Background: an optimization exercise with open tools, aiming at small area. Do not read the settings as production practice. RTL that was checked went through simulation tests only; none was proved equivalent to the original. Power is estimated from default activity; no workload was simulated.

== lane 5 ==
==> flow/design.v <==
`default_nettype none
`timescale 1ns/1ps
module Fifo #(
    parameter LEN = 10,
    parameter SIZE = 32
) (
    input logic clk_i,
    input logic rst_i,
    input logic valid_i,
    input logic ready_i,
    input logic[SIZE-1:0] data_i,
    output logic[SIZE-1:0] data_o,
    output logic valid_o,
    output logic is_full_o
);
localparam JW = LEN / 2;
logic [JW-1:0] cnt;
logic [SIZE-1:0] fifo [LEN-1:0];
logic [LEN-1:0] occ;
logic [LEN-1:0] cnt_dec;
wire wr = valid_i;
wire rd = ~valid_i & ready_i;
assign is_full_o = &occ;
always_comb begin
    for (int k = 0; k < LEN; k++) begin
        if (k == 0)
            cnt_dec[k] = ~cnt[JW-1] & ~cnt[0];
        else if (k < JW)
            cnt_dec[k] = cnt[k-1] & ~cnt[k];
        else if (k == JW)
            cnt_dec[k] = cnt[JW-1] & cnt[0];
        else
            cnt_dec[k] = ~cnt[k-JW-1] & cnt[k-JW];
    end
end
always_ff @(posedge clk_i) begin
    if (rst_i == 1'b0) begin
        cnt <= '0;
        valid_o <= 1'b0;
    end else begin
        valid_o <= rd;
        if (wr)
            cnt <= {cnt[JW-2:0], ~cnt[JW-1]};
        else if (rd)
            cnt <= {~cnt[0], cnt[JW-1:1]};
    end
end
always_ff @(posedge clk_i) begin
    for (int p = 0; p < LEN; p++)
        if (!rst_i || wr || (rd && cnt_dec[(p + 1) % LEN]))
            occ[p] <= rst_i && wr && (p == 0 ? 1'b1 : occ[(p + LEN - 1) % LEN]);
end
always_ff @(posedge clk_i) begin
    if (wr) begin
        fifo[0] <= data_i;
        for (int p = 1; p < LEN; p++)
            fifo[p] <= fifo[p-1];
    end
end
for (genvar b = 0; b < SIZE; b++) begin : g_rd
    logic [LEN-1:0] col;
    for (genvar i = 0; i < LEN; i++) begin : g_col
        assign col[i] = fifo[i][b];
    end
    FifoReadBit #(.LEN(LEN)) u_rd (.sel_i(cnt_dec), .d_i(col), .q_o(data_o[b]));
end
endmodule
module FifoReadBit #(
    parameter LEN = 10
) (
    input logic [LEN-1:0] sel_i,
    input logic [LEN-1:0] d_i,
    output logic q_o
);
logic [3:0] n;
FifoAoi3 u_g0 (.s_i(sel_i[2:0]), .d_i(d_i[2:0]), .n_o(n[0]));
FifoAoi3 u_g1 (.s_i(sel_i[5:3]), .d_i(d_i[5:3]), .n_o(n[1]));
FifoAoi3 u_g2 (.s_i(sel_i[8:6]), .d_i(d_i[8:6]), .n_o(n[2]));
assign n[3] = ~(sel_i[9] & d_i[9]);
assign q_o = ~&n;
endmodule
module FifoAoi3 (
    input logic [2:0] s_i,
    input logic [2:0] d_i,
    output logic n_o
);
assign n_o = ~|(s_i & d_i);
endmodule
==> flow/config.mk <==
export PLATFORM = sky130hd
export DESIGN_NAME = Fifo
export DESIGN_NICKNAME = Fifo
export VERILOG_FILES = /design/flow/design.v
export SDC_FILE = /design/flow/constraint.sdc
export NUM_CORES = 4
export LEC_CHECK = 0
export CAP_MARGIN = 0
export CORE_MARGIN = 2
export CORE_UTILIZATION = 65
export SLEW_MARGIN = 0
export SYNTH_HIERARCHICAL = 1
==> flow/constraint.sdc <==
create_clock -name core_clock -period 5.0 [get_ports {clk_i}]
set_input_delay 1.0000 -clock core_clock [delete_from_list [all_inputs] [get_ports {clk_i}]]
set_output_delay 1.0000 -clock core_clock [all_outputs]
set_load 0.01 [all_outputs]
standard.sh (not shown) runs the stock make flow with config.mk's settings and CLKGATE_MAP_FILE= SYNTH_SCRIPT=/design/flow/synth_recipe.tcl, a recipe that flattens the netlist after the stock synthesis.
==> flow/flow/run.sh <==
#!/bin/bash
# Standard ORFS layout (the standard.sh), with two knobs changed:
#  - port buffers use the smallest buffer cell (buf_1) instead of the default pick;
#  - clock tree synthesis without dummy loads, with its own buffer list and sink clusters.
set -euo pipefail
cd "$(dirname "$0")/.."
bash standard.sh \
  "BUFFER_PORTS_ARGS=-buffer_cell sky130_fd_sc_hd__buf_1" \
  "CTS_ARGS=-sink_clustering_enable -repair_clock_nets -dont_use_dummy_load -buf_list sky130_fd_sc_hd__clkbuf_8 -sink_clustering_size 20 -sink_clustering_max_diameter 80" \
  finish > standard_flow.log 2>&1
#### Input delta (lane 1 over lane 5)
==> flow/design.v, changed modules only <==
module Fifo #(
    parameter LEN = 10,
    parameter SIZE = 32
) (
    input logic clk_i,
    input logic rst_i,
    input logic valid_i,
    input logic ready_i,
    input logic[SIZE-1:0] data_i,
    output logic[SIZE-1:0] data_o,
    output logic valid_o,
    output logic is_full_o
);
localparam JW = LEN / 2;
logic [JW-1:0] w_ptr, r_ptr;
logic [SIZE-1:0] fifo [LEN-1:0];
logic [LEN-1:0] data_stored;
logic [LEN-1:0] w_dec, r_dec;
wire wr = valid_i;
wire rd = ~valid_i & ready_i;
assign is_full_o = &data_stored;
always_comb begin
    for (int k = 0; k < LEN; k++) begin
        if (k == 0) begin
            w_dec[k] = ~w_ptr[JW-1] & ~w_ptr[0];
            r_dec[k] = ~r_ptr[JW-1] & ~r_ptr[0];
        end else if (k < JW) begin
            w_dec[k] = w_ptr[k-1] & ~w_ptr[k];
            r_dec[k] = r_ptr[k-1] & ~r_ptr[k];
        end else if (k == JW) begin
            w_dec[k] = w_ptr[JW-1] & w_ptr[0];
            r_dec[k] = r_ptr[JW-1] & r_ptr[0];
        end else begin
            w_dec[k] = ~w_ptr[k-JW-1] & w_ptr[k-JW];
            r_dec[k] = ~r_ptr[k-JW-1] & r_ptr[k-JW];
        end
    end
end
always_ff @(posedge clk_i) begin
    if (rst_i == 1'b0) begin
        w_ptr <= '0;
        r_ptr <= '0;
        valid_o <= 1'b0;
    end else begin
        valid_o <= rd;
        if (wr) w_ptr <= {w_ptr[JW-2:0], ~w_ptr[JW-1]};
        if (rd) r_ptr <= {r_ptr[JW-2:0], ~r_ptr[JW-1]};
    end
end
always_ff @(posedge clk_i) begin
    for (int i = 0; i < LEN; i++)
        if (!rst_i || (wr && w_dec[i]) || (rd && r_dec[i]))
            data_stored[i] <= rst_i && wr;
end
always_ff @(posedge clk_i) begin
    for (int i = 0; i < LEN; i++)
        if (wr && w_dec[i]) fifo[i] <= data_i;
end
logic [LEN-1:0] rsel;
assign rsel = {r_dec[0], r_dec[LEN-1:1]};
for (genvar b = 0; b < SIZE; b++) begin : g_rd
    logic [LEN-1:0] col;
    for (genvar i = 0; i < LEN; i++) begin : g_col
        assign col[i] = fifo[i][b];
    end
    FifoReadBit #(.LEN(LEN)) u_rd (.sel_i(rsel), .d_i(col), .q_o(data_o[b]));
end
endmodule
### Flow results
- Result for lane 5 and lane 1: all clean
- Compared with lane 5, lane 1 shows wire length higher by 9.4%.
- Summary — design area, lane 1 relative to lane 5: higher, by 1.6%.
- Setup slack in lane 1 is larger than in lane 5.
- Compared with lane 5, in lane 1 total power dropped 360 uW, multi-input combinational area share held steady, power per cell area went down about 9%.
- Between lane 5 and lane 1, the final design utilization is higher for lane 1.
- Lane 1 vs lane 5: portion of total power attributed to combinational logic down in lane 1
- Diff lane 5 -> lane 1: non-clock buffer count saw an increase; cell count saw an increase.
- Lane 1 vs lane 5, combined buffer and inverter count along the critical path went up by 2.
- Lane 5 reports its worst setup path endpoint as data_o[22] while lane 1 reports data_o[18].
- Of lane 5 and lane 1, the run reporting the higher worst-case headroom to the max-slew limit was lane 5.
For lane 1, only the layout was checked, not whether the RTL still works.

Fifo, a different RTL version from the one above (not shown whole).
Size: roughly 0.012 mm^2 of cells after synthesis.
==> module Fifo, before the edit <==
module Fifo #(
    parameter LEN = 10,
    parameter SIZE = 32
) (
    input logic clk_i,
    input logic rst_i,
    input logic valid_i,
    input logic ready_i,
    input logic[SIZE-1:0] data_i,
    output logic[SIZE-1:0] data_o,
    output logic valid_o,
    output logic is_full_o
);
localparam JW = LEN / 2;
localparam logic [JW-1:0] CNT_POL = JW'({(JW + 1) / 2{2'b10}});
logic [JW-1:0] cnt, cnt_q;
assign cnt = cnt_q ^ CNT_POL;
logic [SIZE-1:0] fifo [LEN-1:0];
logic [LEN-1:0] occ;
logic [LEN-1:0] cnt_dec;
wire wr = valid_i;
wire rd = ~valid_i & ready_i;
assign is_full_o = &occ;
always_comb begin
    for (int k = 0; k < LEN; k++) begin
        if (k == 0)
            cnt_dec[k] = ~cnt[JW-1] & ~cnt[0];
        else if (k < JW)
            cnt_dec[k] = cnt[k-1] & ~cnt[k];
        else if (k == JW)
            cnt_dec[k] = cnt[JW-1] & cnt[0];
        else
            cnt_dec[k] = ~cnt[k-JW-1] & cnt[k-JW];
    end
end
always_ff @(posedge clk_i) begin
    valid_o <= rst_i && rd;
    if (!rst_i || valid_i || ready_i)
        cnt_q <= CNT_POL ^ (!rst_i ? '0 : wr ? {cnt[JW-2:0], ~cnt[JW-1]} : {~cnt[0], cnt[JW-1:1]});
end
wire wr_go = rst_i & valid_i;      
wire hold_go = rst_i & ~valid_i;   
logic [LEN-1:0] occ_d;
for (genvar p = 0; p < LEN; p++) begin : g_occ
    FifoFlagNext #(.FIRST(p == 0)) u_next (
        .occ_i(occ[p]), .prev_i(occ[(p + LEN - 1) % LEN]),
        .ready_i(ready_i), .dec_i(cnt_dec[(p + 1) % LEN]),
        .wr_i(wr_go), .hold_i(hold_go), .occ_o(occ_d[p])
    );
end
always_ff @(posedge clk_i) occ <= occ_d;
always_ff @(posedge clk_i) begin
    if (wr) begin
        fifo[0] <= data_i;
        for (int p = 1; p < LEN; p++)
            fifo[p] <= fifo[p-1];
    end
end
for (genvar b = 0; b < SIZE; b++) begin : g_rd
    logic [LEN-1:0] col;
    for (genvar i = 0; i < LEN; i++) begin : g_col
        assign col[i] = fifo[i][b];
    end
    FifoReadBit #(.LEN(LEN)) u_rd (.sel_i(cnt_dec), .d_i(col), .q_o(data_o[b]));
end
endmodule
Settings: LEC_CHECK=0, CAP_MARGIN=0, CORE_MARGIN=2, CORE_UTILIZATION=70, PLACE_DENSITY=0.9, SLEW_MARGIN=0, SYNTH_HIERARCHICAL=1; clock period 5.0 ns.
==> flow/flow/run.sh <==
#!/bin/bash
# Standard ORFS layout (the standard.sh), with two knobs changed:
#  - port buffers use the smallest buffer cell (buf_1) instead of the default pick;
#  - clock tree synthesis without dummy loads, with its own buffer list and sink clusters.
set -euo pipefail
cd "$(dirname "$0")/.."
bash standard.sh \
  "BUFFER_PORTS_ARGS=-buffer_cell sky130_fd_sc_hd__buf_1" \
  "CTS_ARGS=-sink_clustering_enable -repair_clock_nets -dont_use_dummy_load -buf_list sky130_fd_sc_hd__clkbuf_8 -sink_clustering_size 20 -sink_clustering_max_diameter 60" \
  finish > standard_flow.log 2>&1
Next try:
--- a/flow/design.v
+++ b/flow/design.v
@@ -15,7 +15,5 @@
 );
 localparam JW = LEN / 2;
-localparam logic [JW-1:0] CNT_POL = JW'({(JW + 1) / 2{2'b10}});
-logic [JW-1:0] cnt, cnt_q;
-assign cnt = cnt_q ^ CNT_POL;
+logic [JW-1:0] cnt;
 logic [SIZE-1:0] fifo [LEN-1:0];
 logic [LEN-1:0] occ;
@@ -39,5 +37,5 @@
     valid_o <= rst_i && rd;
     if (!rst_i || valid_i || ready_i)
-        cnt_q <= CNT_POL ^ (!rst_i ? '0 : wr ? {cnt[JW-2:0], ~cnt[JW-1]} : {~cnt[0], cnt[JW-1:1]});
+        cnt <= !rst_i ? '0 : wr ? {cnt[JW-2:0], ~cnt[JW-1]} : {~cnt[0], cnt[JW-1:1]};
 end
 wire wr_go = rst_i & valid_i;      
First-iteration DRC count falls by 4.0%.
Fmax falls by about 4%.
Cell count stays the same.
Flip-flop and latch count stays the same.
Power rises by 1.3%.
Design area is about the same.
Synthesized cell count rises by about 0.37%.
Worst hold slack gets better by 11 ps.

Fifo with an RTL version that a note above also has.
Size in the first run: about 550 cells after synthesis, roughly 340 flip-flops, about 12000 um^2 of cells after synthesis.
==> module Fifo, before the edit <==
module Fifo #(
    parameter LEN = 10,
    parameter SIZE = 32
) (
    input logic clk_i,
    input logic rst_i,
    input logic valid_i,
    input logic ready_i,
    input logic[SIZE-1:0] data_i,
    output logic[SIZE-1:0] data_o,
    output logic valid_o,
    output logic is_full_o
);
localparam JW = LEN / 2;
logic [JW-1:0] cnt;
logic [SIZE-1:0] fifo [LEN-1:0];
logic [LEN-1:0] occ;
logic [LEN-1:0] cnt_dec;
wire wr = valid_i;
wire rd = ~valid_i & ready_i;
assign is_full_o = &occ;
always_comb begin
    for (int k = 0; k < LEN; k++) begin
        if (k == 0)
            cnt_dec[k] = ~cnt[JW-1] & ~cnt[0];
        else if (k < JW)
            cnt_dec[k] = cnt[k-1] & ~cnt[k];
        else if (k == JW)
            cnt_dec[k] = cnt[JW-1] & cnt[0];
        else
            cnt_dec[k] = ~cnt[k-JW-1] & cnt[k-JW];
    end
end
always_ff @(posedge clk_i) begin
    valid_o <= rst_i && rd;
    if (!rst_i || valid_i || ready_i)
        cnt <= !rst_i ? '0 : wr ? {cnt[JW-2:0], ~cnt[JW-1]} : {~cnt[0], cnt[JW-1:1]};
end
wire wr_go = rst_i & valid_i;      
wire hold_go = rst_i & ~valid_i;   
logic [LEN-1:0] occ_d;
for (genvar p = 0; p < LEN; p++) begin : g_occ
    FifoFlagNext #(.FIRST(p == 0)) u_next (
        .occ_i(occ[p]), .prev_i(occ[(p + LEN - 1) % LEN]),
        .ready_i(ready_i), .dec_i(cnt_dec[(p + 1) % LEN]),
        .wr_i(wr_go), .hold_i(hold_go), .occ_o(occ_d[p])
    );
end
always_ff @(posedge clk_i) occ <= occ_d;
always_ff @(posedge clk_i) begin
    if (wr) begin
        fifo[0] <= data_i;
        for (int p = 1; p < LEN; p++)
            fifo[p] <= fifo[p-1];
    end
end
for (genvar b = 0; b < SIZE; b++) begin : g_rd
    logic [LEN-1:0] col;
    for (genvar i = 0; i < LEN; i++) begin : g_col
        assign col[i] = fifo[i][b];
    end
    FifoReadBit #(.LEN(LEN)) u_rd (.sel_i(cnt_dec), .d_i(col), .q_o(data_o[b]));
end
endmodule
==> flow/config.mk <==
export PLATFORM = sky130hd
export DESIGN_NAME = Fifo
export DESIGN_NICKNAME = Fifo
export VERILOG_FILES = /design/flow/design.v
export SDC_FILE = /design/flow/constraint.sdc
export NUM_CORES = 4
export LEC_CHECK = 0
export CAP_MARGIN = 0
export CORE_MARGIN = 2
export CORE_UTILIZATION = 70
export SLEW_MARGIN = 0
export SYNTH_HIERARCHICAL = 1
==> flow/constraint.sdc <==
create_clock -name core_clock -period 5.0 [get_ports {clk_i}]
set_input_delay 1.0000 -clock core_clock [delete_from_list [all_inputs] [get_ports {clk_i}]]
set_output_delay 1.0000 -clock core_clock [all_outputs]
set_load 0.01 [all_outputs]
Scripts as last shown in full above: flow/flow/run.sh
Edit:
--- a/flow/design.v
+++ b/flow/design.v
@@ -11,13 +11,15 @@
     input logic[SIZE-1:0] data_i,
     output logic[SIZE-1:0] data_o,
     output logic valid_o,
     output logic is_full_o
 );
 localparam JW = LEN / 2;
-logic [JW-1:0] cnt;
+localparam logic [JW-1:0] CNT_POL = JW'({(JW + 1) / 2{2'b10}});
+logic [JW-1:0] cnt, cnt_q;
+assign cnt = cnt_q ^ CNT_POL;
 logic [SIZE-1:0] fifo [LEN-1:0];
 logic [LEN-1:0] occ;
 logic [LEN-1:0] cnt_dec;
 wire wr = valid_i;
 wire rd = ~valid_i & ready_i;
 assign is_full_o = &occ;
@@ -33,13 +35,13 @@
             cnt_dec[k] = ~cnt[k-JW-1] & cnt[k-JW];
     end
 end
 always_ff @(posedge clk_i) begin
     valid_o <= rst_i && rd;
     if (!rst_i || valid_i || ready_i)
-        cnt <= !rst_i ? '0 : wr ? {cnt[JW-2:0], ~cnt[JW-1]} : {~cnt[0], cnt[JW-1:1]};
+        cnt_q <= CNT_POL ^ (!rst_i ? '0 : wr ? {cnt[JW-2:0], ~cnt[JW-1]} : {~cnt[0], cnt[JW-1:1]});
 end
 wire wr_go = rst_i & valid_i;      
 wire hold_go = rst_i & ~valid_i;   
 logic [LEN-1:0] occ_d;
 for (genvar p = 0; p < LEN; p++) begin : g_occ
     FifoFlagNext #(.FIRST(p == 0)) u_next (
Hold slack improves by 17 ps.
Routed wire length barely changes.
Power shrinks by 1.6%.
Combinational power shrinks by 11%.
Global-route usage grows by 0.35 points.
Final area shrinks by 0.50%.
Clock skew shrinks by 6.4 ps.
Utilization shrinks by 0.38 points.
First-iteration DRC count shrinks by 6.5%.
Register-to-register slack improves by 90 ps.
Critical path depth does not change.
Area after synthesis stays flat.
Cell count hardly moves.
Sequential share of layout area grows by 0.40 points.

## separate check: timing with driven ports
Ports are ideal in the flow. The routed layouts listed here were re-timed in OpenROAD.
Step 1: set_driving_cell puts a clkbuf_16 on clk_i and a buf_2 on each other input, an assumption about the parent block.
Step 2 times the ports against the registers' clock, not the clock port: input delays grow and output delays shrink by t, the midpoint of the rising clock arrivals with the driver on.
a / b / c = ideal ports / drivers / drivers and shift; a / b = the first two.
| run | t (ns) | setup slack, ns | worst setup path after step 2 | worst register clock-pin slew, ns |
|---|---|---|---|---|
| lane 5 | 0.575 | 1.199 / 1.158 / 1.732 | register to output | 0.12 / 0.12 |
| lane 1 | 0.547 | 1.325 / 1.288 / 1.835 | register to output | 0.12 / 0.12 |
| the first run of note 2 | 0.560 | 1.357 / 1.319 / 1.879 | register to output | 0.12 / 0.12 |
| the second run of note 2 | 0.571 | 1.204 / 1.167 / 1.738 | register to output | 0.12 / 0.12 |
| the first run of note 3 | 0.565 | 1.266 / 1.228 / 1.792 | register to output | 0.12 / 0.12 |
| the second run of note 3 | 0.572 | 1.297 / 1.258 / 1.829 | register to output | 0.12 / 0.12 |
After both steps setup and hold are still met in every run listed.
